Source: an optimization exercise on an open RTL-to-GDS flow (aim: small area, a short achievable clock period and few clock cycles per item). Production flows keep margins and buffers that such runs may drop. No functional check of the RTL was part of any run shown here.

==> flow/design.v <==
module circ(clk,rst,buttonRight,buttonCenter,buttonLeft,inputMultiplier,inputMultiplicand,segments,anode_active,doneFlag);
    input wire clk;
    input wire rst;
    input wire buttonRight;
    input wire buttonCenter;
    input wire buttonLeft;
    input wire [7:0] inputMultiplier;
    input wire [7:0] inputMultiplicand;
    output reg [6:0] segments;
    output wire [3:0] anode_active;
    output wire doneFlag;
    wire sa = inputMultiplier[7];
    wire sb = inputMultiplicand[7];
    wire [6:0] a = inputMultiplier[6:0] ^ {7{sa}};
    wire [6:0] b = inputMultiplicand[6:0] ^ {7{sb}};
    wire minus = (sa & ~sb & |inputMultiplicand[6:0]) | (sb & ~sa & |inputMultiplier[6:0]);
    wire [48:0] pp;
    genvar gi, gj;
    generate for (gi = 0; gi < 7; gi = gi + 1) begin : g_pp
        for (gj = 0; gj < 7; gj = gj + 1) begin : g_ppj
            assign pp[gi*7+gj] = a[gi] & b[gj];
        end
    end endgenerate
    wire [6:0] ca = b & {7{sa}};
    wire [6:0] cb = a & {7{sb}};
    wire sab = sa & sb;
    wire t1 = pp[4] ^ pp[10];
    wire t2 = pp[4] & pp[10];
    wire t3 = pp[5] ^ pp[11] ^ pp[17];
    wire t4 = (pp[5] & pp[11]) | (pp[5] & pp[17]) | (pp[11] & pp[17]);
    wire t5 = pp[23] ^ pp[29];
    wire t6 = pp[23] & pp[29];
    wire t7 = pp[6] ^ pp[12] ^ pp[18];
    wire t8 = (pp[6] & pp[12]) | (pp[6] & pp[18]) | (pp[12] & pp[18]);
    wire t9 = pp[24] ^ pp[30] ^ pp[36];
    wire t10 = (pp[24] & pp[30]) | (pp[24] & pp[36]) | (pp[30] & pp[36]);
    wire t11 = pp[42] ^ ca[6];
    wire t12 = pp[42] & ca[6];
    wire t13 = pp[13] ^ pp[19] ^ pp[25];
    wire t14 = (pp[13] & pp[19]) | (pp[13] & pp[25]) | (pp[19] & pp[25]);
    wire t15 = pp[31] ^ pp[37];
    wire t16 = pp[31] & pp[37];
    wire t17 = pp[20] ^ pp[26];
    wire t18 = pp[20] & pp[26];
    wire t19 = pp[2] ^ pp[8];
    wire t20 = pp[2] & pp[8];
    wire t21 = pp[3] ^ pp[9] ^ pp[15];
    wire t22 = (pp[3] & pp[9]) | (pp[3] & pp[15]) | (pp[9] & pp[15]);
    wire t23 = pp[21] ^ ca[3];
    wire t24 = pp[21] & ca[3];
    wire t25 = pp[16] ^ pp[22] ^ pp[28];
    wire t26 = (pp[16] & pp[22]) | (pp[16] & pp[28]) | (pp[22] & pp[28]);
    wire t27 = ca[4] ^ cb[4] ^ t1;
    wire t28 = (ca[4] & cb[4]) | (ca[4] & t1) | (cb[4] & t1);
    wire t29 = pp[35] ^ ca[5] ^ cb[5];
    wire t30 = (pp[35] & ca[5]) | (pp[35] & cb[5]) | (ca[5] & cb[5]);
    wire t31 = t3 ^ t5 ^ t2;
    wire t32 = (t3 & t5) | (t3 & t2) | (t5 & t2);
    wire t33 = cb[6] ^ t7 ^ t9;
    wire t34 = (cb[6] & t7) | (cb[6] & t9) | (t7 & t9);
    wire t35 = t11 ^ t4 ^ t6;
    wire t36 = (t11 & t4) | (t11 & t6) | (t4 & t6);
    wire t37 = pp[43] ^ t13 ^ t15;
    wire t38 = (pp[43] & t13) | (pp[43] & t15) | (t13 & t15);
    wire t39 = t8 ^ t10 ^ t12;
    wire t40 = (t8 & t10) | (t8 & t12) | (t10 & t12);
    wire t41 = pp[32] ^ pp[38] ^ pp[44];
    wire t42 = (pp[32] & pp[38]) | (pp[32] & pp[44]) | (pp[38] & pp[44]);
    wire t43 = t17 ^ t14 ^ t16;
    wire t44 = (t17 & t14) | (t17 & t16) | (t14 & t16);
    wire t45 = pp[27] ^ pp[33] ^ pp[39];
    wire t46 = (pp[27] & pp[33]) | (pp[27] & pp[39]) | (pp[33] & pp[39]);
    wire t47 = pp[45] ^ t18;
    wire t48 = pp[45] & t18;
    wire t49 = pp[34] ^ pp[40];
    wire t50 = pp[34] & pp[40];
    wire t51 = pp[0] ^ ca[0];
    wire t52 = pp[0] & ca[0];
    wire t53 = pp[1] ^ pp[7] ^ ca[1];
    wire t54 = (pp[1] & pp[7]) | (pp[1] & ca[1]) | (pp[7] & ca[1]);
    wire t55 = pp[14] ^ ca[2] ^ cb[2];
    wire t56 = (pp[14] & ca[2]) | (pp[14] & cb[2]) | (ca[2] & cb[2]);
    wire t57 = cb[3] ^ t21 ^ t23;
    wire t58 = (cb[3] & t21) | (cb[3] & t23) | (t21 & t23);
    wire t59 = t25 ^ t27 ^ t22;
    wire t60 = (t25 & t27) | (t25 & t22) | (t27 & t22);
    wire t61 = t29 ^ t31 ^ t26;
    wire t62 = (t29 & t31) | (t29 & t26) | (t31 & t26);
    wire t63 = t33 ^ t35 ^ t30;
    wire t64 = (t33 & t35) | (t33 & t30) | (t35 & t30);
    wire t65 = t37 ^ t39 ^ t34;
    wire t66 = (t37 & t39) | (t37 & t34) | (t39 & t34);
    wire t67 = t41 ^ t43 ^ t38;
    wire t68 = (t41 & t43) | (t41 & t38) | (t43 & t38);
    wire t69 = t45 ^ t47 ^ t42;
    wire t70 = (t45 & t47) | (t45 & t42) | (t47 & t42);
    wire t71 = pp[46] ^ t49 ^ t46;
    wire t72 = (pp[46] & t49) | (pp[46] & t46) | (t49 & t46);
    wire t73 = pp[41] ^ pp[47];
    wire t74 = pp[41] & pp[47];
    wire t75 = cb[0] ^ sab;
    wire t76 = cb[0] & sab;
    wire t77 = cb[1] ^ t53 ^ t52;
    wire t78 = (cb[1] & t53) | (cb[1] & t52) | (t53 & t52);
    wire t79 = t19 ^ t55 ^ t54;
    wire t80 = (t19 & t55) | (t19 & t54) | (t55 & t54);
    wire t81 = t20 ^ t57 ^ t56;
    wire t82 = (t20 & t57) | (t20 & t56) | (t57 & t56);
    wire t83 = t24 ^ t59 ^ t58;
    wire t84 = (t24 & t59) | (t24 & t58) | (t59 & t58);
    wire t85 = t28 ^ t61 ^ t60;
    wire t86 = (t28 & t61) | (t28 & t60) | (t61 & t60);
    wire t87 = t32 ^ t63 ^ t62;
    wire t88 = (t32 & t63) | (t32 & t62) | (t63 & t62);
    wire t89 = t36 ^ t65 ^ t64;
    wire t90 = (t36 & t65) | (t36 & t64) | (t65 & t64);
    wire t91 = t40 ^ t67 ^ t66;
    wire t92 = (t40 & t67) | (t40 & t66) | (t67 & t66);
    wire t93 = t44 ^ t69 ^ t68;
    wire t94 = (t44 & t69) | (t44 & t68) | (t69 & t68);
    wire t95 = t48 ^ t71 ^ t70;
    wire t96 = (t48 & t71) | (t48 & t70) | (t71 & t70);
    wire t97 = t50 ^ t73 ^ t72;
    wire t98 = (t50 & t73) | (t50 & t72) | (t73 & t72);
    wire t99 = pp[48] ^ t74;
    wire t100 = pp[48] & t74;
    wire [13:0] ra = {t100, t99, t97, t95, t93, t91, t89, t87, t85, t83, t81, t79, t77, t51};
    wire [13:0] rb = {1'b0, t98, t96, t94, t92, t90, t88, t86, t84, t82, t80, t78, t76, t75};
    wire [14:0] mag;
    wire [13:0] cg0 = ra & rb;
    wire [13:0] cp0 = ra ^ rb;
    wire cg1_1 = cg0[1] | (cp0[1] & cg0[0]);
    wire cp1_1 = cp0[1] & cp0[0];
    wire cg1_3 = cg0[3] | (cp0[3] & cg0[2]);
    wire cp1_3 = cp0[3] & cp0[2];
    wire cg1_5 = cg0[5] | (cp0[5] & cg0[4]);
    wire cp1_5 = cp0[5] & cp0[4];
    wire cg1_7 = cg0[7] | (cp0[7] & cg0[6]);
    wire cp1_7 = cp0[7] & cp0[6];
    wire cg1_9 = cg0[9] | (cp0[9] & cg0[8]);
    wire cp1_9 = cp0[9] & cp0[8];
    wire cg1_11 = cg0[11] | (cp0[11] & cg0[10]);
    wire cp1_11 = cp0[11] & cp0[10];
    wire cg1_13 = cg0[13] | (cp0[13] & cg0[12]);
    wire cp1_13 = cp0[13] & cp0[12];
    wire cg2_2 = cg0[2] | (cp0[2] & cg1_1);
    wire cp2_2 = cp0[2] & cp1_1;
    wire cg2_3 = cg1_3 | (cp1_3 & cg1_1);
    wire cp2_3 = cp1_3 & cp1_1;
    wire cg2_6 = cg0[6] | (cp0[6] & cg1_5);
    wire cp2_6 = cp0[6] & cp1_5;
    wire cg2_7 = cg1_7 | (cp1_7 & cg1_5);
    wire cp2_7 = cp1_7 & cp1_5;
    wire cg2_10 = cg0[10] | (cp0[10] & cg1_9);
    wire cp2_10 = cp0[10] & cp1_9;
    wire cg2_11 = cg1_11 | (cp1_11 & cg1_9);
    wire cp2_11 = cp1_11 & cp1_9;
    wire cg3_4 = cg0[4] | (cp0[4] & cg2_3);
    wire cp3_4 = cp0[4] & cp2_3;
    wire cg3_5 = cg1_5 | (cp1_5 & cg2_3);
    wire cp3_5 = cp1_5 & cp2_3;
    wire cg3_6 = cg2_6 | (cp2_6 & cg2_3);
    wire cp3_6 = cp2_6 & cp2_3;
    wire cg3_7 = cg2_7 | (cp2_7 & cg2_3);
    wire cp3_7 = cp2_7 & cp2_3;
    wire cg3_12 = cg0[12] | (cp0[12] & cg2_11);
    wire cp3_12 = cp0[12] & cp2_11;
    wire cg3_13 = cg1_13 | (cp1_13 & cg2_11);
    wire cp3_13 = cp1_13 & cp2_11;
    wire cg4_8 = cg0[8] | (cp0[8] & cg3_7);
    wire cp4_8 = cp0[8] & cp3_7;
    wire cg4_9 = cg1_9 | (cp1_9 & cg3_7);
    wire cp4_9 = cp1_9 & cp3_7;
    wire cg4_10 = cg2_10 | (cp2_10 & cg3_7);
    wire cp4_10 = cp2_10 & cp3_7;
    wire cg4_11 = cg2_11 | (cp2_11 & cg3_7);
    wire cp4_11 = cp2_11 & cp3_7;
    wire cg4_12 = cg3_12 | (cp3_12 & cg3_7);
    wire cp4_12 = cp3_12 & cp3_7;
    wire cg4_13 = cg3_13 | (cp3_13 & cg3_7);
    wire cp4_13 = cp3_13 & cp3_7;
    assign mag = {cg4_13, cp0[13] ^ cg4_12, cp0[12] ^ cg4_11, cp0[11] ^ cg4_10, cp0[10] ^ cg4_9, cp0[9] ^ cg4_8, cp0[8] ^ cg3_7, cp0[7] ^ cg3_6, cp0[6] ^ cg3_5, cp0[5] ^ cg3_4, cp0[4] ^ cg2_3, cp0[3] ^ cg2_2, cp0[2] ^ cg1_1, cp0[1] ^ cg0[0], cp0[0]};
    wire dd1_0 = (mag[11] & ~mag[13]) | (~mag[11] & mag[12] & mag[13]);
    wire dd1_1 = (mag[11] & mag[12]) | (mag[12] & ~mag[13]);
    wire dd1_2 = (~mag[11] & ~mag[12] & mag[13]);
    wire dd1_3 = (mag[11] & mag[13]) | (mag[12] & mag[13]);
    wire dd2_0 = (mag[10] & ~dd1_1 & ~dd1_2) | (~mag[10] & dd1_2) | (~mag[10] & dd1_0 & dd1_1);
    wire dd2_1 = (dd1_0 & ~dd1_1) | (~mag[10] & dd1_2) | (mag[10] & dd1_0);
    wire dd2_2 = (mag[10] & dd1_2) | (~mag[10] & ~dd1_0 & dd1_1);
    wire dd2_3 = (dd1_2) | (mag[10] & dd1_1) | (dd1_0 & dd1_1);
    wire dd3_0 = (mag[9] & ~dd2_1 & ~dd2_2) | (~mag[9] & dd2_2) | (~mag[9] & dd2_0 & dd2_1);
    wire dd3_1 = (dd2_0 & ~dd2_1) | (~mag[9] & dd2_2) | (mag[9] & dd2_0);
    wire dd3_2 = (mag[9] & dd2_2) | (~mag[9] & ~dd2_0 & dd2_1);
    wire dd3_3 = (dd2_2) | (mag[9] & dd2_1) | (dd2_0 & dd2_1);
    wire dd4_0 = (mag[8] & ~dd3_1 & ~dd3_2) | (~mag[8] & dd3_2) | (~mag[8] & dd3_0 & dd3_1);
    wire dd4_1 = (dd3_0 & ~dd3_1) | (~mag[8] & dd3_2) | (mag[8] & dd3_0);
    wire dd4_2 = (mag[8] & dd3_2) | (~mag[8] & ~dd3_0 & dd3_1);
    wire dd4_3 = (dd3_2) | (mag[8] & dd3_1) | (dd3_0 & dd3_1);
    wire dd5_0 = (dd3_3 & ~dd1_3) | (dd2_3 & dd1_3);
    wire dd5_1 = (dd2_3 & ~dd1_3);
    wire dd5_2 = (~dd3_3 & ~dd2_3 & dd1_3);
    wire dd5_3 = (dd3_3 & dd1_3) | (dd2_3 & dd1_3);
    wire dd6_0 = (mag[7] & ~dd4_1 & ~dd4_2) | (~mag[7] & dd4_2) | (~mag[7] & dd4_0 & dd4_1);
    wire dd6_1 = (dd4_0 & ~dd4_1) | (~mag[7] & dd4_2) | (mag[7] & dd4_0);
    wire dd6_2 = (mag[7] & dd4_2) | (~mag[7] & ~dd4_0 & dd4_1);
    wire dd6_3 = (dd4_2) | (mag[7] & dd4_1) | (dd4_0 & dd4_1);
    wire dd7_0 = (dd4_3 & ~dd5_1 & ~dd5_2) | (~dd4_3 & dd5_2) | (~dd4_3 & dd5_0 & dd5_1);
    wire dd7_1 = (dd5_0 & ~dd5_1) | (~dd4_3 & dd5_2) | (dd4_3 & dd5_0);
    wire dd7_2 = (dd4_3 & dd5_2) | (~dd4_3 & ~dd5_0 & dd5_1);
    wire dd7_3 = (dd5_2) | (dd4_3 & dd5_1) | (dd5_0 & dd5_1);
    wire [9:0] mid_d = {dd5_3, dd7_3, dd7_2, dd7_1, dd7_0, dd6_3, dd6_2, dd6_1, dd6_0, mag[6]};
    wire [16:0] held = {mag[14], mid_d, mag[5:0]};
    reg [16:0] product;
    reg negative;
    reg done;
    reg [1:0] phase;
    reg [1:0] view;
    always @(posedge clk) begin
        if (buttonCenter) begin
            product <= held;
            negative <= minus;
        end
    end
    always @(posedge clk) done <= ~rst & (done | buttonCenter);
    assign doneFlag = done;
    always @(posedge clk) phase <= rst ? 2'd0 : phase + 2'd1;
    assign anode_active = ~(4'b0001 << phase);
    always @(posedge clk) begin
        if (buttonCenter) view <= 2'd0;
        else case (view)
            2'd0: if (buttonLeft) view <= 2'd1;
            2'd1: if (buttonLeft) view <= 2'd2; else if (buttonRight) view <= 2'd0;
            2'd2: if (buttonRight) view <= 2'd1;
            default: view <= view;
        endcase
    end
    wire dd8_0 = (product[6] & ~product[8] & ~product[9]) | (~product[6] & product[9]) | (~product[6] & product[7] & product[8]);
    wire dd8_1 = (product[7] & ~product[8]) | (~product[6] & product[9]) | (product[6] & product[7]);
    wire dd8_2 = (product[6] & product[9]) | (~product[6] & ~product[7] & product[8]);
    wire dd8_3 = (product[9]) | (product[6] & product[8]) | (product[7] & product[8]);
    wire dd9_0 = (product[10] & ~product[12] & ~product[13]) | (~product[10] & product[13]) | (~product[10] & product[11] & product[12]);
    wire dd9_1 = (product[11] & ~product[12]) | (~product[10] & product[13]) | (product[10] & product[11]);
    wire dd9_2 = (product[10] & product[13]) | (~product[10] & ~product[11] & product[12]);
    wire dd9_3 = (product[13]) | (product[10] & product[12]) | (product[11] & product[12]);
    wire dd10_0 = (product[5] & ~dd8_1 & ~dd8_2) | (~product[5] & dd8_2) | (~product[5] & dd8_0 & dd8_1);
    wire dd10_1 = (dd8_0 & ~dd8_1) | (~product[5] & dd8_2) | (product[5] & dd8_0);
    wire dd10_2 = (product[5] & dd8_2) | (~product[5] & ~dd8_0 & dd8_1);
    wire dd10_3 = (dd8_2) | (product[5] & dd8_1) | (dd8_0 & dd8_1);
    wire dd11_0 = (dd8_3 & ~dd9_1 & ~dd9_2) | (~dd8_3 & dd9_2) | (~dd8_3 & dd9_0 & dd9_1);
    wire dd11_1 = (dd9_0 & ~dd9_1) | (~dd8_3 & dd9_2) | (dd8_3 & dd9_0);
    wire dd11_2 = (dd8_3 & dd9_2) | (~dd8_3 & ~dd9_0 & dd9_1);
    wire dd11_3 = (dd9_2) | (dd8_3 & dd9_1) | (dd9_0 & dd9_1);
    wire dd12_0 = (dd9_3 & ~product[15]);
    wire dd12_1 = (product[14]);
    wire dd12_2 = (~dd9_3 & product[15]);
    wire dd12_3 = (dd9_3 & product[15]);
    wire dd13_0 = (product[4] & ~dd10_1 & ~dd10_2) | (~product[4] & dd10_2) | (~product[4] & dd10_0 & dd10_1);
    wire dd13_1 = (dd10_0 & ~dd10_1) | (~product[4] & dd10_2) | (product[4] & dd10_0);
    wire dd13_2 = (product[4] & dd10_2) | (~product[4] & ~dd10_0 & dd10_1);
    wire dd13_3 = (dd10_2) | (product[4] & dd10_1) | (dd10_0 & dd10_1);
    wire dd14_0 = (dd10_3 & ~dd11_1 & ~dd11_2) | (~dd10_3 & dd11_2) | (~dd10_3 & dd11_0 & dd11_1);
    wire dd14_1 = (dd11_0 & ~dd11_1) | (~dd10_3 & dd11_2) | (dd10_3 & dd11_0);
    wire dd14_2 = (dd10_3 & dd11_2) | (~dd10_3 & ~dd11_0 & dd11_1);
    wire dd14_3 = (dd11_2) | (dd10_3 & dd11_1) | (dd11_0 & dd11_1);
    wire dd15_0 = (dd11_3 & ~dd12_1 & ~dd12_2) | (~dd11_3 & dd12_2) | (~dd11_3 & dd12_0 & dd12_1);
    wire dd15_1 = (dd12_0 & ~dd12_1) | (~dd11_3 & dd12_2) | (dd11_3 & dd12_0);
    wire dd15_2 = (dd11_3 & dd12_2) | (~dd11_3 & ~dd12_0 & dd12_1);
    wire dd15_3 = (dd12_2) | (dd11_3 & dd12_1) | (dd12_0 & dd12_1);
    wire dd16_0 = (product[3] & ~dd13_1 & ~dd13_2) | (~product[3] & dd13_2) | (~product[3] & dd13_0 & dd13_1);
    wire dd16_1 = (dd13_0 & ~dd13_1) | (~product[3] & dd13_2) | (product[3] & dd13_0);
    wire dd16_2 = (product[3] & dd13_2) | (~product[3] & ~dd13_0 & dd13_1);
    wire dd16_3 = (dd13_2) | (product[3] & dd13_1) | (dd13_0 & dd13_1);
    wire dd17_0 = (dd13_3 & ~dd14_1 & ~dd14_2) | (~dd13_3 & dd14_2) | (~dd13_3 & dd14_0 & dd14_1);
    wire dd17_1 = (dd14_0 & ~dd14_1) | (~dd13_3 & dd14_2) | (dd13_3 & dd14_0);
    wire dd17_2 = (dd13_3 & dd14_2) | (~dd13_3 & ~dd14_0 & dd14_1);
    wire dd17_3 = (dd14_2) | (dd13_3 & dd14_1) | (dd14_0 & dd14_1);
    wire dd18_0 = (dd14_3 & ~dd15_1 & ~dd15_2) | (~dd14_3 & dd15_2) | (~dd14_3 & dd15_0 & dd15_1);
    wire dd18_1 = (dd15_0 & ~dd15_1) | (~dd14_3 & dd15_2) | (dd14_3 & dd15_0);
    wire dd18_2 = (dd14_3 & dd15_2) | (~dd14_3 & ~dd15_0 & dd15_1);
    wire dd18_3 = (dd15_2) | (dd14_3 & dd15_1) | (dd15_0 & dd15_1);
    wire dd19_0 = (product[2] & ~dd16_1 & ~dd16_2) | (~product[2] & dd16_2) | (~product[2] & dd16_0 & dd16_1);
    wire dd19_1 = (dd16_0 & ~dd16_1) | (~product[2] & dd16_2) | (product[2] & dd16_0);
    wire dd19_2 = (product[2] & dd16_2) | (~product[2] & ~dd16_0 & dd16_1);
    wire dd19_3 = (dd16_2) | (product[2] & dd16_1) | (dd16_0 & dd16_1);
    wire dd20_0 = (dd16_3 & ~dd17_1 & ~dd17_2) | (~dd16_3 & dd17_2) | (~dd16_3 & dd17_0 & dd17_1);
    wire dd20_1 = (dd17_0 & ~dd17_1) | (~dd16_3 & dd17_2) | (dd16_3 & dd17_0);
    wire dd20_2 = (dd16_3 & dd17_2) | (~dd16_3 & ~dd17_0 & dd17_1);
    wire dd20_3 = (dd17_2) | (dd16_3 & dd17_1) | (dd17_0 & dd17_1);
    wire dd21_0 = (dd17_3 & ~dd18_1 & ~dd18_2) | (~dd17_3 & dd18_2) | (~dd17_3 & dd18_0 & dd18_1);
    wire dd21_1 = (dd18_0 & ~dd18_1) | (~dd17_3 & dd18_2) | (dd17_3 & dd18_0);
    wire dd21_2 = (dd17_3 & dd18_2) | (~dd17_3 & ~dd18_0 & dd18_1);
    wire dd21_3 = (dd18_2) | (dd17_3 & dd18_1) | (dd18_0 & dd18_1);
    wire dd22_0 = (product[1] & ~dd19_1 & ~dd19_2) | (~product[1] & dd19_2) | (~product[1] & dd19_0 & dd19_1);
    wire dd22_1 = (dd19_0 & ~dd19_1) | (~product[1] & dd19_2) | (product[1] & dd19_0);
    wire dd22_2 = (product[1] & dd19_2) | (~product[1] & ~dd19_0 & dd19_1);
    wire dd22_3 = (dd19_2) | (product[1] & dd19_1) | (dd19_0 & dd19_1);
    wire dd23_0 = (dd19_3 & ~dd20_1 & ~dd20_2) | (~dd19_3 & dd20_2) | (~dd19_3 & dd20_0 & dd20_1);
    wire dd23_1 = (dd20_0 & ~dd20_1) | (~dd19_3 & dd20_2) | (dd19_3 & dd20_0);
    wire dd23_2 = (dd19_3 & dd20_2) | (~dd19_3 & ~dd20_0 & dd20_1);
    wire dd23_3 = (dd20_2) | (dd19_3 & dd20_1) | (dd20_0 & dd20_1);
    wire dd24_0 = (dd20_3 & ~dd21_1 & ~dd21_2) | (~dd20_3 & dd21_2) | (~dd20_3 & dd21_0 & dd21_1);
    wire dd24_1 = (dd21_0 & ~dd21_1) | (~dd20_3 & dd21_2) | (dd20_3 & dd21_0);
    wire dd24_2 = (dd20_3 & dd21_2) | (~dd20_3 & ~dd21_0 & dd21_1);
    wire dd24_3 = (dd21_2) | (dd20_3 & dd21_1) | (dd21_0 & dd21_1);
    wire dd25_0 = (dd21_3 & ~dd15_3) | (dd12_3) | (~dd21_3 & dd18_3 & dd15_3);
    wire dd25_1 = (dd21_3 & dd18_3) | (dd12_3) | (dd18_3 & ~dd15_3);
    wire dd25_2 = (~dd21_3 & ~dd18_3 & dd15_3);
    wire dd25_3 = (dd21_3 & dd15_3) | (dd12_3) | (dd18_3 & dd15_3);
    wire [19:0] bcd14 = {1'b0, 1'b0, 1'b0, dd25_3, dd25_2, dd25_1, dd25_0, dd24_3, dd24_2, dd24_1, dd24_0, dd23_3, dd23_2, dd23_1, dd23_0, dd22_3, dd22_2, dd22_1, dd22_0, product[0]};
    wire [19:0] bcd = bcd14 | (product[16] ? 20'h16384 : 20'h0);
    wire [2:0] k = {1'b0, view} + {1'b0, phase};
    reg [3:0] digit;
    always @(*) begin
        case (k)
            3'd0: digit = bcd[3:0];
            3'd1: digit = bcd[7:4];
            3'd2: digit = bcd[11:8];
            3'd3: digit = bcd[15:12];
            default: digit = bcd[19:16];
        endcase
    end
    always @(*) begin
        if (phase == 2'd3) segments = negative ? 7'b1111110 : 7'b1111111;
        else case (digit)
            4'd0: segments = 7'b0000001;
            4'd1: segments = 7'b1001111;
            4'd2: segments = 7'b0010010;
            4'd3: segments = 7'b0000110;
            4'd4: segments = 7'b1001100;
            4'd5: segments = 7'b0100100;
            4'd6: segments = 7'b0100000;
            4'd7: segments = 7'b0001111;
            4'd8: segments = 7'b0000000;
            default: segments = 7'b0000100;
        endcase
    end
endmodule
==> flow/flow/run.sh <==
#!/bin/bash
# Standard layout with three changes: stronger port buffers, full adders left
# to ABC instead of fixed adder cells, and an ABC mapping script with a real
# delay target (the ORFS area script has none); the post-CTS timing repair
# aims for extra setup slack.
set -euo pipefail
cp -r "$FLOW_HOME/scripts" scripts_abc
cat > scripts_abc/abc_area.script <<'EOS'
strash
dc2
dch
map -D 4000
topo
stime -c
buffer -c
upsize -c -D 4000
dnsize -c -D 4000
EOS
export SCRIPTS_DIR="$PWD/scripts_abc"
export ADDER_MAP_FILE=
export BUFFER_PORTS_ARGS="-buffer_cell sky130_fd_sc_hd__buf_2"
# timing repair after clock-tree synthesis aims for 6.4 ns of extra setup slack
SETUP_SLACK_MARGIN=6.4 bash standard.sh cts > standard_flow_to_cts.log 2>&1
bash standard.sh > standard_flow.log 2>&1
==> flow/standard.sh <==
#!/bin/bash
# synth_recipe.tcl (not shown) runs the flow's synth.tcl, then flattens the netlist and writes it again
# the make line also repeats each setting of config.mk as NAME=value (left out here)
make -C /OpenROAD-flow-scripts/flow DESIGN_CONFIG=/design/flow/config.mk WORK_HOME=/design/flow/orfs CLKGATE_MAP_FILE= SYNTH_SCRIPT=/design/flow/synth_recipe.tcl "${@:-finish}"
==> flow/config.mk <==
export PLATFORM = sky130hd
export DESIGN_NAME = circ
export DESIGN_NICKNAME = circ
export VERILOG_FILES = /design/flow/design.v
export SDC_FILE = /design/flow/constraint.sdc
export NUM_CORES = 4
export LEC_CHECK = 0
export ABC_AREA = 1
export CAP_MARGIN = 20
export CORE_MARGIN = 2
export CORE_UTILIZATION = 70
export SLEW_MARGIN = 20
==> flow/constraint.sdc <==
create_clock -name core_clock -period 14.0 [get_ports {clk}]
set_input_delay 2.8000 -clock core_clock [delete_from_list [all_inputs] [get_ports {clk}]]
set_output_delay 2.8000 -clock core_clock [all_outputs]
set_load 0.01 [all_outputs]
==> results.txt, run 1 <==
Final period util=55.6%; cells after synthesis=around 870; worst reg2reg startpoint=view[0]; number of cells traversed by the worst hold path=2; core area=a little under 7000 um^2; number of routed nets with antenna violations=0; unrepaired setup endpoints after global routing=no; count of vias placed by the detailed router=6085; Critical Path Max Stage Delay=260 ps; DRC violation count after routing=0; fraction of final layout cells sized beyond drive strength 1=15.6%; yosys synthesis warning count=1; synthesized net count=around 900; n_diodes=0; peak clock frequency supported by timing=between 0.1 and 0.15 GHz; per-cell routed wire length=14.2 um; post-route cell area=roughly 5600 um^2; number of DRC markers in iteration 0=roughly 440; #FFs+latches synth=23; area enclosed by the die boundary=between 7000 and 8000 um^2; vias per cell=6.05; slew at the pin closest to its max-slew limit=596 ps; critical path fanouts, max=15; min-delay src=done; Final Non-Filler Cells=1006; net count of the finished layout=932; CP Data Arrival Time=7810 ps; DP Cell Count=991; Main synth FF type=sky130_fd_sc_hd__edfxtp_1; Critical Path End Type=flip-flop; Port Buffer Count=32; area overhead of the layout relative to synthesis=10.8%; share of synthesized registers carrying an async set or reset=0%; largest net degree at the start of global routing=22; number of synthesized flops with an enable pin=18; Pre-antenna DRT Iters=10; Worst-Skew Late Latency=270 ps; cell occurring most often along the worst timing path=sky130_fd_sc_hd__nand2_1; fraction of the yosys area taken by sequential cells=approximately an eighth; Worst Hold Class=reg -> reg; setup violation total in the final timing report=0; sum of buffers and inverters on the critical path=2; Die Span X=89.0 um; CTS tree=built; estimated wirelength of the detail-placed design=11000 um; worst setup path startpoint=inputMultiplicand[7]; clock root buffer master=sky130_fd_sc_hd__clkbuf_8; count of cell instances traversed by the critical path=36; crit start category=primary input; starting density of the core=73.2%; number of H-tree levels=1; result of the run=timing/DRC/antenna clean; min Tclk post-route=7780 ps; number of antenna violations at the first check in global routing=0; cell area after placement=between 5000 and 6000 um^2; worst rel slew slack=60.1%; Clock Pin Slew Worst Setup and Hold Paths=90 ps; Inserted Clock Buffers=3; placer congestion estimate=1.08; count of cells along the worst register-to-register path=5; synthesized area divided by synthesized cell count=about 5.8 um^2; number of distinct library cells after synthesis=67; first-pass GRT wire length=23200 um; start-to-end type of the worst setup path=in -> reg; maximum buffer depth of the clock tree=2; number of rows in the core area=30; kind of cell adding the most delay to the critical path=simple AND/OR/NAND/NOR gates; final sum of negative setup slack=0 ps; Total Wirelength=roughly 14000 um; Total Routing Usage GR=35.9%; slowest library cell on the worst path=sky130_fd_sc_hd__and2_2; count of endpoints failing hold in the final timing report=0; max_cap viols=0; max-slew violation count=0; Mapped Area=5050 um^2; CTS Sinks=23; die boundary height=roughly 89 um; leftover overflow at the end of global routing=0; num ports=33; number of global-route vias before repair=~5600; data required time of the worst path=14020 ps; skew final=roughly 1.4 ps
[registers in the layout, summed over array words and instances (netlist names)]
register  cells
done          1
phase         2
product      17
negative      1
view          2
[metal layers]
metal | GRT usage, % | wire length (um) | vias up
met3 | 4.16 | 896 | 83
met4 | 21.0 | 715 | 0
met2 | 69.2 | 7260 | 337
met5 | 0 | 0 | -
met1 | 37.0 | 5430 | 2711
li1 | - | - | 2954
[placed cells by master, fill, tap and decap left out, drive strengths merged, types with 4 or more instances in the layout]
master	synthesis	layout
nand2	232	232
inv	140	140
nor2	115	115
nand3	63	63
a21oi	53	53
o21ai	48	48
buf	8	43
xor2	34	34
xnor2	24	24
or2	20	20
o22ai	19	19
edfxtp	18	18
nand4	15	15
nor3	13	13
a22oi	7	7
a31oi	6	6
and2	6	6
dfxtp	5	5
a21boi	5	5
o211ai	5	5
clkbuf	0	4
[timing repair]
| action | CTS | global route |
|---|---|---|
| hold buffers | 0 | 0 |
| resized for setup | 38 | 0 |
| buffers inserted | 11 | 0 |
| setup endpoints to repair | 9 | 0 |
[area by class of cell]
class                   count  area, um^2
repair buffers             43         277
multi-input cells         698        3970
clock buffers               4        45.0
well taps                  96         120
inverters                 142         546
fillers                   530        1310
flip-flops and latches     23         641
[logic make-up (layout without fill, tap and decap cells)]
| family | Yosys count | after routing | share of synthesized area (%) |
|---|---|---|---|
| AO/OA/AOI/OAI | 168 | 168 | 21.9 |
| XOR/XNOR | 58 | 58 | 11.6 |
| buffers and inverters | 150 | 189 | 12.0 |
| flip-flops | 23 | 23 | 12.7 |
| AND/OR/NAND/NOR | 472 | 472 | 41.8 |
[tightest hold or removal path: stages (launching register included)]
cell and delay, ps:
sky130_fd_sc_hd__dfxtp_1 320, sky130_fd_sc_hd__nor2_1 80, sky130_fd_sc_hd__nor2_1 40
[cell usage after synthesis (4+ instances only)]
cell type / number / area share (%)
sky130_fd_sc_hd__a21boi_0: 5 / 0.74
sky130_fd_sc_hd__a21oi_1: 48 / 4.8
sky130_fd_sc_hd__a21oi_2: 4 / 0.69
sky130_fd_sc_hd__a22oi_1: 7 / 1.0
sky130_fd_sc_hd__a31oi_1: 4 / 0.50
sky130_fd_sc_hd__and2_1: 5 / 0.62
sky130_fd_sc_hd__dfxtp_1: 5 / 2.0
sky130_fd_sc_hd__edfxtp_1: 18 / 11
sky130_fd_sc_hd__inv_1: 128 / 9.5
sky130_fd_sc_hd__inv_2: 11 / 0.82
sky130_fd_sc_hd__nand2_1: 225 / 17
sky130_fd_sc_hd__nand2_2: 6 / 0.74
sky130_fd_sc_hd__nand3_1: 55 / 5.4
sky130_fd_sc_hd__nand3_2: 8 / 1.6
sky130_fd_sc_hd__nand4_1: 14 / 1.7
sky130_fd_sc_hd__nor2_1: 104 / 7.7
sky130_fd_sc_hd__nor2_2: 8 / 0.99
sky130_fd_sc_hd__nor3_1: 13 / 1.3
sky130_fd_sc_hd__o21ai_0: 36 / 3.6
sky130_fd_sc_hd__o21ai_1: 7 / 0.69
sky130_fd_sc_hd__o21ai_2: 5 / 0.87
sky130_fd_sc_hd__o22ai_1: 17 / 2.1
sky130_fd_sc_hd__or2_1: 12 / 1.5
sky130_fd_sc_hd__or2_2: 8 / 0.99
sky130_fd_sc_hd__xnor2_1: 19 / 3.3
sky130_fd_sc_hd__xnor2_2: 5 / 1.6
sky130_fd_sc_hd__xor2_1: 30 / 5.2
[metrics by stage]
step	hold WS [ps]	setup slack (ps)	util, %
global route	524	5760	81.1
CTS	475	6410	81.1
global placement	445	5880	76.2
finish	473	6220	81.1
detailed placement	460	5630	76.2
floorplan	437	6710	-
[final timing paths]
| check | to | slack [ps] |
|---|---|---|
| max | product[8] | 6220 |
| min | done | 470 |
| max reg2reg | view[0] | 12970 |
| min reg2reg | done | 470 |
==> inputs of run 2 (changes only) <==
--- a/flow/design.v
+++ b/flow/design.v
@@ -180,44 +180,14 @@
     wire cg4_13 = cg3_13 | (cp3_13 & cg3_7);
     wire cp4_13 = cp3_13 & cp3_7;
     assign mag = {cg4_13, cp0[13] ^ cg4_12, cp0[12] ^ cg4_11, cp0[11] ^ cg4_10, cp0[10] ^ cg4_9, cp0[9] ^ cg4_8, cp0[8] ^ cg3_7, cp0[7] ^ cg3_6, cp0[6] ^ cg3_5, cp0[5] ^ cg3_4, cp0[4] ^ cg2_3, cp0[3] ^ cg2_2, cp0[2] ^ cg1_1, cp0[1] ^ cg0[0], cp0[0]};
-    wire dd1_0 = (mag[11] & ~mag[13]) | (~mag[11] & mag[12] & mag[13]);
-    wire dd1_1 = (mag[11] & mag[12]) | (mag[12] & ~mag[13]);
-    wire dd1_2 = (~mag[11] & ~mag[12] & mag[13]);
-    wire dd1_3 = (mag[11] & mag[13]) | (mag[12] & mag[13]);
-    wire dd2_0 = (mag[10] & ~dd1_1 & ~dd1_2) | (~mag[10] & dd1_2) | (~mag[10] & dd1_0 & dd1_1);
-    wire dd2_1 = (dd1_0 & ~dd1_1) | (~mag[10] & dd1_2) | (mag[10] & dd1_0);
-    wire dd2_2 = (mag[10] & dd1_2) | (~mag[10] & ~dd1_0 & dd1_1);
-    wire dd2_3 = (dd1_2) | (mag[10] & dd1_1) | (dd1_0 & dd1_1);
-    wire dd3_0 = (mag[9] & ~dd2_1 & ~dd2_2) | (~mag[9] & dd2_2) | (~mag[9] & dd2_0 & dd2_1);
-    wire dd3_1 = (dd2_0 & ~dd2_1) | (~mag[9] & dd2_2) | (mag[9] & dd2_0);
-    wire dd3_2 = (mag[9] & dd2_2) | (~mag[9] & ~dd2_0 & dd2_1);
-    wire dd3_3 = (dd2_2) | (mag[9] & dd2_1) | (dd2_0 & dd2_1);
-    wire dd4_0 = (mag[8] & ~dd3_1 & ~dd3_2) | (~mag[8] & dd3_2) | (~mag[8] & dd3_0 & dd3_1);
-    wire dd4_1 = (dd3_0 & ~dd3_1) | (~mag[8] & dd3_2) | (mag[8] & dd3_0);
-    wire dd4_2 = (mag[8] & dd3_2) | (~mag[8] & ~dd3_0 & dd3_1);
-    wire dd4_3 = (dd3_2) | (mag[8] & dd3_1) | (dd3_0 & dd3_1);
-    wire dd5_0 = (dd3_3 & ~dd1_3) | (dd2_3 & dd1_3);
-    wire dd5_1 = (dd2_3 & ~dd1_3);
-    wire dd5_2 = (~dd3_3 & ~dd2_3 & dd1_3);
-    wire dd5_3 = (dd3_3 & dd1_3) | (dd2_3 & dd1_3);
-    wire dd6_0 = (mag[7] & ~dd4_1 & ~dd4_2) | (~mag[7] & dd4_2) | (~mag[7] & dd4_0 & dd4_1);
-    wire dd6_1 = (dd4_0 & ~dd4_1) | (~mag[7] & dd4_2) | (mag[7] & dd4_0);
-    wire dd6_2 = (mag[7] & dd4_2) | (~mag[7] & ~dd4_0 & dd4_1);
-    wire dd6_3 = (dd4_2) | (mag[7] & dd4_1) | (dd4_0 & dd4_1);
-    wire dd7_0 = (dd4_3 & ~dd5_1 & ~dd5_2) | (~dd4_3 & dd5_2) | (~dd4_3 & dd5_0 & dd5_1);
-    wire dd7_1 = (dd5_0 & ~dd5_1) | (~dd4_3 & dd5_2) | (dd4_3 & dd5_0);
-    wire dd7_2 = (dd4_3 & dd5_2) | (~dd4_3 & ~dd5_0 & dd5_1);
-    wire dd7_3 = (dd5_2) | (dd4_3 & dd5_1) | (dd5_0 & dd5_1);
-    wire [9:0] mid_d = {dd5_3, dd7_3, dd7_2, dd7_1, dd7_0, dd6_3, dd6_2, dd6_1, dd6_0, mag[6]};
-    wire [16:0] held = {mag[14], mid_d, mag[5:0]};
-    reg [16:0] product;
+    reg [14:0] product;
     reg negative;
     reg done;
     reg [1:0] phase;
     reg [1:0] view;
     always @(posedge clk) begin
         if (buttonCenter) begin
-            product <= held;
+            product <= mag;
             negative <= minus;
         end
     end
@@ -234,14 +204,42 @@
             default: view <= view;
         endcase
     end
-    wire dd8_0 = (product[6] & ~product[8] & ~product[9]) | (~product[6] & product[9]) | (~product[6] & product[7] & product[8]);
-    wire dd8_1 = (product[7] & ~product[8]) | (~product[6] & product[9]) | (product[6] & product[7]);
-    wire dd8_2 = (product[6] & product[9]) | (~product[6] & ~product[7] & product[8]);
-    wire dd8_3 = (product[9]) | (product[6] & product[8]) | (product[7] & product[8]);
-    wire dd9_0 = (product[10] & ~product[12] & ~product[13]) | (~product[10] & product[13]) | (~product[10] & product[11] & product[12]);
-    wire dd9_1 = (product[11] & ~product[12]) | (~product[10] & product[13]) | (product[10] & product[11]);
-    wire dd9_2 = (product[10] & product[13]) | (~product[10] & ~product[11] & product[12]);
-    wire dd9_3 = (product[13]) | (product[10] & product[12]) | (product[11] & product[12]);
+    wire dd1_0 = (product[11] & ~product[13]) | (~product[11] & product[12] & product[13]);
+    wire dd1_1 = (product[11] & product[12]) | (product[12] & ~product[13]);
+    wire dd1_2 = (~product[11] & ~product[12] & product[13]);
+    wire dd1_3 = (product[11] & product[13]) | (product[12] & product[13]);
+    wire dd2_0 = (product[10] & ~dd1_1 & ~dd1_2) | (~product[10] & dd1_2) | (~product[10] & dd1_0 & dd1_1);
+    wire dd2_1 = (dd1_0 & ~dd1_1) | (~product[10] & dd1_2) | (product[10] & dd1_0);
+    wire dd2_2 = (product[10] & dd1_2) | (~product[10] & ~dd1_0 & dd1_1);
+    wire dd2_3 = (dd1_2) | (product[10] & dd1_1) | (dd1_0 & dd1_1);
+    wire dd3_0 = (product[9] & ~dd2_1 & ~dd2_2) | (~product[9] & dd2_2) | (~product[9] & dd2_0 & dd2_1);
+    wire dd3_1 = (dd2_0 & ~dd2_1) | (~product[9] & dd2_2) | (product[9] & dd2_0);
+    wire dd3_2 = (product[9] & dd2_2) | (~product[9] & ~dd2_0 & dd2_1);
+    wire dd3_3 = (dd2_2) | (product[9] & dd2_1) | (dd2_0 & dd2_1);
+    wire dd4_0 = (product[8] & ~dd3_1 & ~dd3_2) | (~product[8] & dd3_2) | (~product[8] & dd3_0 & dd3_1);
+    wire dd4_1 = (dd3_0 & ~dd3_1) | (~product[8] & dd3_2) | (product[8] & dd3_0);
+    wire dd4_2 = (product[8] & dd3_2) | (~product[8] & ~dd3_0 & dd3_1);
+    wire dd4_3 = (dd3_2) | (product[8] & dd3_1) | (dd3_0 & dd3_1);
+    wire dd5_0 = (dd3_3 & ~dd1_3) | (dd2_3 & dd1_3);
+    wire dd5_1 = (dd2_3 & ~dd1_3);
+    wire dd5_2 = (~dd3_3 & ~dd2_3 & dd1_3);
+    wire dd5_3 = (dd3_3 & dd1_3) | (dd2_3 & dd1_3);
+    wire dd6_0 = (product[7] & ~dd4_1 & ~dd4_2) | (~product[7] & dd4_2) | (~product[7] & dd4_0 & dd4_1);
+    wire dd6_1 = (dd4_0 & ~dd4_1) | (~product[7] & dd4_2) | (product[7] & dd4_0);
+    wire dd6_2 = (product[7] & dd4_2) | (~product[7] & ~dd4_0 & dd4_1);
+    wire dd6_3 = (dd4_2) | (product[7] & dd4_1) | (dd4_0 & dd4_1);
+    wire dd7_0 = (dd4_3 & ~dd5_1 & ~dd5_2) | (~dd4_3 & dd5_2) | (~dd4_3 & dd5_0 & dd5_1);
+    wire dd7_1 = (dd5_0 & ~dd5_1) | (~dd4_3 & dd5_2) | (dd4_3 & dd5_0);
+    wire dd7_2 = (dd4_3 & dd5_2) | (~dd4_3 & ~dd5_0 & dd5_1);
+    wire dd7_3 = (dd5_2) | (dd4_3 & dd5_1) | (dd5_0 & dd5_1);
+    wire dd8_0 = (product[6] & ~dd6_1 & ~dd6_2) | (~product[6] & dd6_2) | (~product[6] & dd6_0 & dd6_1);
+    wire dd8_1 = (dd6_0 & ~dd6_1) | (~product[6] & dd6_2) | (product[6] & dd6_0);
+    wire dd8_2 = (product[6] & dd6_2) | (~product[6] & ~dd6_0 & dd6_1);
+    wire dd8_3 = (dd6_2) | (product[6] & dd6_1) | (dd6_0 & dd6_1);
+    wire dd9_0 = (dd6_3 & ~dd7_1 & ~dd7_2) | (~dd6_3 & dd7_2) | (~dd6_3 & dd7_0 & dd7_1);
+    wire dd9_1 = (dd7_0 & ~dd7_1) | (~dd6_3 & dd7_2) | (dd6_3 & dd7_0);
+    wire dd9_2 = (dd6_3 & dd7_2) | (~dd6_3 & ~dd7_0 & dd7_1);
+    wire dd9_3 = (dd7_2) | (dd6_3 & dd7_1) | (dd7_0 & dd7_1);
     wire dd10_0 = (product[5] & ~dd8_1 & ~dd8_2) | (~product[5] & dd8_2) | (~product[5] & dd8_0 & dd8_1);
     wire dd10_1 = (dd8_0 & ~dd8_1) | (~product[5] & dd8_2) | (product[5] & dd8_0);
     wire dd10_2 = (product[5] & dd8_2) | (~product[5] & ~dd8_0 & dd8_1);
@@ -250,10 +248,10 @@
     wire dd11_1 = (dd9_0 & ~dd9_1) | (~dd8_3 & dd9_2) | (dd8_3 & dd9_0);
     wire dd11_2 = (dd8_3 & dd9_2) | (~dd8_3 & ~dd9_0 & dd9_1);
     wire dd11_3 = (dd9_2) | (dd8_3 & dd9_1) | (dd9_0 & dd9_1);
-    wire dd12_0 = (dd9_3 & ~product[15]);
-    wire dd12_1 = (product[14]);
-    wire dd12_2 = (~dd9_3 & product[15]);
-    wire dd12_3 = (dd9_3 & product[15]);
+    wire dd12_0 = (dd9_3 & ~dd5_3);
+    wire dd12_1 = (dd7_3);
+    wire dd12_2 = (~dd9_3 & dd5_3);
+    wire dd12_3 = (dd9_3 & dd5_3);
     wire dd13_0 = (product[4] & ~dd10_1 & ~dd10_2) | (~product[4] & dd10_2) | (~product[4] & dd10_0 & dd10_1);
     wire dd13_1 = (dd10_0 & ~dd10_1) | (~product[4] & dd10_2) | (product[4] & dd10_0);
     wire dd13_2 = (product[4] & dd10_2) | (~product[4] & ~dd10_0 & dd10_1);
@@ -307,7 +305,7 @@
     wire dd25_2 = (~dd21_3 & ~dd18_3 & dd15_3);
     wire dd25_3 = (dd21_3 & dd15_3) | (dd12_3) | (dd18_3 & dd15_3);
     wire [19:0] bcd14 = {1'b0, 1'b0, 1'b0, dd25_3, dd25_2, dd25_1, dd25_0, dd24_3, dd24_2, dd24_1, dd24_0, dd23_3, dd23_2, dd23_1, dd23_0, dd22_3, dd22_2, dd22_1, dd22_0, product[0]};
-    wire [19:0] bcd = bcd14 | (product[16] ? 20'h16384 : 20'h0);
+    wire [19:0] bcd = bcd14 | (product[14] ? 20'h16384 : 20'h0);
     wire [2:0] k = {1'b0, view} + {1'b0, phase};
     reg [3:0] digit;
     always @(*) begin
==> flow/flow/run.sh (replaced) <==
#!/bin/bash
# Standard layout with three changes: stronger port buffers, full adders left
# to ABC instead of fixed adder cells, and an ABC mapping script with a real
# delay target (the ORFS area script has none).
set -euo pipefail
cp -r "$FLOW_HOME/scripts" scripts_abc
cat > scripts_abc/abc_area.script <<'EOS'
strash
dc2
dch
map -D 4000
topo
stime -c
buffer -c
upsize -c -D 4000
dnsize -c -D 4000
EOS
export SCRIPTS_DIR="$PWD/scripts_abc"
export ADDER_MAP_FILE=
export BUFFER_PORTS_ARGS="-buffer_cell sky130_fd_sc_hd__buf_2"
bash standard.sh > standard_flow.log 2>&1
--- a/flow/config.mk
+++ b/flow/config.mk
@@ -8,5 +8,5 @@
 export ABC_AREA = 1
 export CAP_MARGIN = 20
 export CORE_MARGIN = 2
-export CORE_UTILIZATION = 70
+export CORE_UTILIZATION = 85
 export SLEW_MARGIN = 20
==> run 2 against run 1 <==
Effect of this change:
- the run now fails in global placement without I/O
- area after synthesis fell by 5.4%
- synthesized cell count fell by 0.57%
==> results.txt, run 2 <==
commonest cells in the netlist=sky130_fd_sc_hd__nand2_1, sky130_fd_sc_hd__nor2_1, sky130_fd_sc_hd__inv_1, sky130_fd_sc_hd__xor2_1, sky130_fd_sc_hd__a21oi_1; Main synth FF type=sky130_fd_sc_hd__edfxtp_1; post-synth top area cell=sky130_fd_sc_hd__nand2_1; result of the run=did not finish; die boundary height=79.0 um (-11%); synthesized area divided by synthesized cell count=5.52 um^2 (-4.9%); number of rows in the core area=27 (-10%); number of distinct library cells after synthesis=57 (-15%); #FFs+latches synth=21 (-8.7%); Die Span X=79.0 um (-11%); step where the flow halted=global placement without I/O; yosys synthesis warning count=1 (unchanged); synthesized net count=887 (-0.56%); most common cell in the synthesized netlist=sky130_fd_sc_hd__nand2_1; post-synth top area share=17.8% (+1.1 points); starting density of the core=87.3% (+14 points); share of synthesized registers carrying an async set or reset=0% (unchanged); First Err=[ERROR GPL-0301] Utilization 102.315 % exceeds 100%.; cell types occupying the most area after synthesis=sky130_fd_sc_hd__nand2_1, sky130_fd_sc_hd__nor2_1, sky130_fd_sc_hd__edfxtp_1; cells after synthesis=866 (-0.57%); fraction of the yosys area taken by sequential cells=12.2% (-0.53 points); number of synthesized flops with an enable pin=16 (-2); Mapped Area=4780 um^2 (-5.4%)
-- run 2: changes by cell type after synthesis, moves of 7 or more --
cell	previous run	this run
sky130_fd_sc_hd__nor2_1	104	151
sky130_fd_sc_hd__nand4_1	14	7
sky130_fd_sc_hd__nand3_1	55	31
sky130_fd_sc_hd__o21ai_0	36	26
sky130_fd_sc_hd__inv_2	11	30
sky130_fd_sc_hd__o21ai_1	7	16
sky130_fd_sc_hd__xnor2_1	19	12
sky130_fd_sc_hd__o22ai_1	17	6
sky130_fd_sc_hd__xor2_1	30	42
sky130_fd_sc_hd__a21oi_1	48	39
-- run 2: kinds of logic after synthesis --
logic type      after synthesis  synth area share [%]
simple gates                481                  42.6
buf+inv                     164                  13.3
compound gates              142                  20.7
xor+xnor                     56                  10.8
flops                        21                  12.2
fa+ha+maj                     2                 0.471
==> inputs of run 3 (changes only) <==
--- a/flow/config.mk
+++ b/flow/config.mk
@@ -8,5 +8,5 @@
 export ABC_AREA = 1
 export CAP_MARGIN = 20
 export CORE_MARGIN = 2
-export CORE_UTILIZATION = 85
+export CORE_UTILIZATION = 70
 export SLEW_MARGIN = 20
==> run 3 against run 2 <==
Effect of this change:
- now clean on timing, DRC and antenna
- synthesized cell count did not move
- area after synthesis did not move
==> results.txt, run 3 <==
result of the run=timing/DRC/antenna clean; crit start category=flip-flop; peak clock frequency supported by timing=approximately 0.12 GHz; core area=about 6700 um^2; largest net degree at the start of global routing=20; commonest cells in the netlist=sky130_fd_sc_hd__nand2_1, sky130_fd_sc_hd__nor2_1, sky130_fd_sc_hd__inv_1, sky130_fd_sc_hd__xor2_1, sky130_fd_sc_hd__a21oi_1; slew at the pin closest to its max-slew limit=508 ps; placer congestion estimate=0.999; starting density of the core=71.5% (-16 points); n_diodes=0; Critical Path End Type=output port; share of synthesized registers carrying an async set or reset=0% (unchanged); Final Non-Filler Cells=roughly 980; largest register by flop count=product; Pre-antenna DRT Iters=5; Worst Hold Class=reg -> reg; per-cell routed wire length=12.5 um; min Tclk post-route=8430 ps; number of H-tree levels=1; estimated wirelength of the detail-placed design=10200 um; cells after synthesis=866 (unchanged); Inserted Clock Buffers=3; Total Routing Usage GR=33.1%; total setup buffers inserted after CTS=0; count of vias placed by the detailed router=5502; number of global-route vias before repair=5137; Worst-Skew Late Latency=~250 ps; number of routed nets with antenna violations=0; min setup slack post-route=5570 ps; Critical Path Max Stage Delay=450 ps; Port Buffer Count=32; unrepaired setup endpoints after global routing=no; pre-CTS setup slack=5980 ps; area enclosed by the die boundary=approximately 7500 um^2; number of antenna violations at the first check in global routing=0; synthesized net count=887 (unchanged); start-to-end type of the worst setup path=reg -> out; CTS Hold Bufs=0; max-slew violation count=0; fraction of final layout cells sized beyond drive strength 1=14.9%; final sum of negative setup slack=0 ps; commonest cells after routing, fill and taps aside=sky130_fd_sc_hd__nand2_1, sky130_fd_sc_hd__nor2_1, sky130_fd_sc_hd__inv_1, sky130_fd_sc_hd__xor2_1, sky130_fd_sc_hd__a21oi_1; Total Wirelength=12200 um; number of synthesized flops with an enable pin=16 (unchanged); clock root buffer master=sky130_fd_sc_hd__clkbuf_8; maximum buffer depth of the clock tree=2; max FFs per register=15; leftover overflow at the end of global routing=0; yosys synthesis warning count=1 (unchanged); setup violation total in the final timing report=0; cell occurring most often along the worst timing path=sky130_fd_sc_hd__inv_2; first-pass GRT wire length=20800 um; die boundary height=86.6 um (+9.7%); net count of the finished layout=920; Die Span X=86.6 um (+9.7%); cell types occupying the most area after synthesis=sky130_fd_sc_hd__nand2_1, sky130_fd_sc_hd__nor2_1, sky130_fd_sc_hd__edfxtp_1; fraction of the yosys area taken by sequential cells=12.2% (unchanged); number of DRC markers in iteration 0=~340; number of rows in the core area=30 (+11%); data required time of the worst path=11200 ps; CTS Sinks=21; number of distinct library cells after synthesis=57 (unchanged); skew final=0.0770 ps; Mapped Area=4780 um^2 (unchanged); largest registers ranked by flip-flop count=product (15), phase (2), view (2); Final period util=60.2%; DP Cell Count=974; post-synth top area share=17.8% (unchanged); count of endpoints failing hold in the final timing report=0; CP Data Arrival Time=5630 ps; DRC violation count after routing=0; num ports=33; CTS tree=built; area overhead of the layout relative to synthesis=5.74%; slowest library cell on the worst path=sky130_fd_sc_hd__edfxtp_1; post-synth top area cell=sky130_fd_sc_hd__nand2_1; max_cap viols=0; #FFs+latches synth=21 (unchanged); most common cell in the synthesized netlist=sky130_fd_sc_hd__nand2_1; synthesized area divided by synthesized cell count=5.52 um^2 (unchanged); Clock Pin Slew Worst Setup and Hold Paths=80 ps; utilization after layout=75.6%; Main synth FF type=sky130_fd_sc_hd__edfxtp_1; most common cell after layout, fill and taps aside=sky130_fd_sc_hd__nand2_1; Resized Gates After CTS=0; vias per cell=5.63; critical path fanouts, max=4; worst rel slew slack=65.8%
-- run 3: layer usage --
metal	track usage (%)	vias to the layer above	share of wire, %
met4	14.9	0	3.6
li1	-	2800	-
met1	36.5	2434	40
met5	0	-	0
met2	63.2	208	51
met3	3.43	60	5.3
-- run 3: final cells by class --
cell class / count / area [um^2]
Multi-Input combinational cell: 681 / 3560
Fill cell: 549 / 1630
Clock buffer: 4 / 45.0
Tap cell: 80 / 100
Inverter: 160 / 603
Timing Repair Buffer: 32 / 160
Sequential cell: 21 / 581
-- run 3: per-stage QoR --
stage                     hold slack (ps)  area (um^2)
final                                 480         5050
after global routing                  539         5050
after CTS                             481         5050
after detailed placement              465         5010
after global placement                443         5010
after floorplan                       437         4780
-- run 3: path summary, 6_finish.rpt --
path | start | end | slack [ps] | cells after the start
setup reg to reg | view[1] | view[0] | 12890 | 6
hold / removal | phase[0] | phase[0] | 480 | 1
hold reg to reg | phase[0] | phase[0] | 480 | 1
setup / recovery | product[11] | segments[3] | 5570 | 33
-- run 3: critical path: cells and delay by family, from the launching register on --
kind	cells	cell delay, ps
AO/OA/AOI/OAI	12	2390
flip-flops	1	450
AND/OR/NAND/NOR	13	1840
buffers and inverters	8	720
-- run 3: cell families after synthesis --
family,Yosys count,synth area share (%)
simple gates,481,42.6
buf+inv,164,13.3
compound gates,142,20.7
xor+xnor,56,10.8
flops,21,12.2
fa+ha+maj,2,0.471

separate check: timing with driven ports:
The flow's constraints put no driver on any port. The routed layouts listed below were extracted and timed again, unchanged, in two steps. Step 1 (the two cells are an assumption about what drives the block):
set clk [get_ports {clk}]
set_driving_cell -lib_cell sky130_fd_sc_hd__clkbuf_16 $clk
set_driving_cell -lib_cell sky130_fd_sc_hd__buf_2 [delete_from_list [all_inputs] $clk]
Step 2 also shifts input and output timing later by t, the mid clock arrival at the registers, as if the neighbouring blocks saw the same clock. Slacks: no drivers / after step 1 / after step 2; pairs: no drivers / after step 1.
| run | shift t [ns] | slack for setup (ns) | worst slew at a driven data input, ns |
|---|---|---|---|
| run 1 | 0.298 | 6.219 / 6.215 / 5.916 | 0.06 |
| run 3 | 0.287 | 5.569 / 5.538 / 5.825 | 0.04 |
After both steps every run listed still meets setup and hold. For run 1, which loses most, drivers alone change the setup slack by -0.004 ns; drivers and shift together by -0.303 ns.
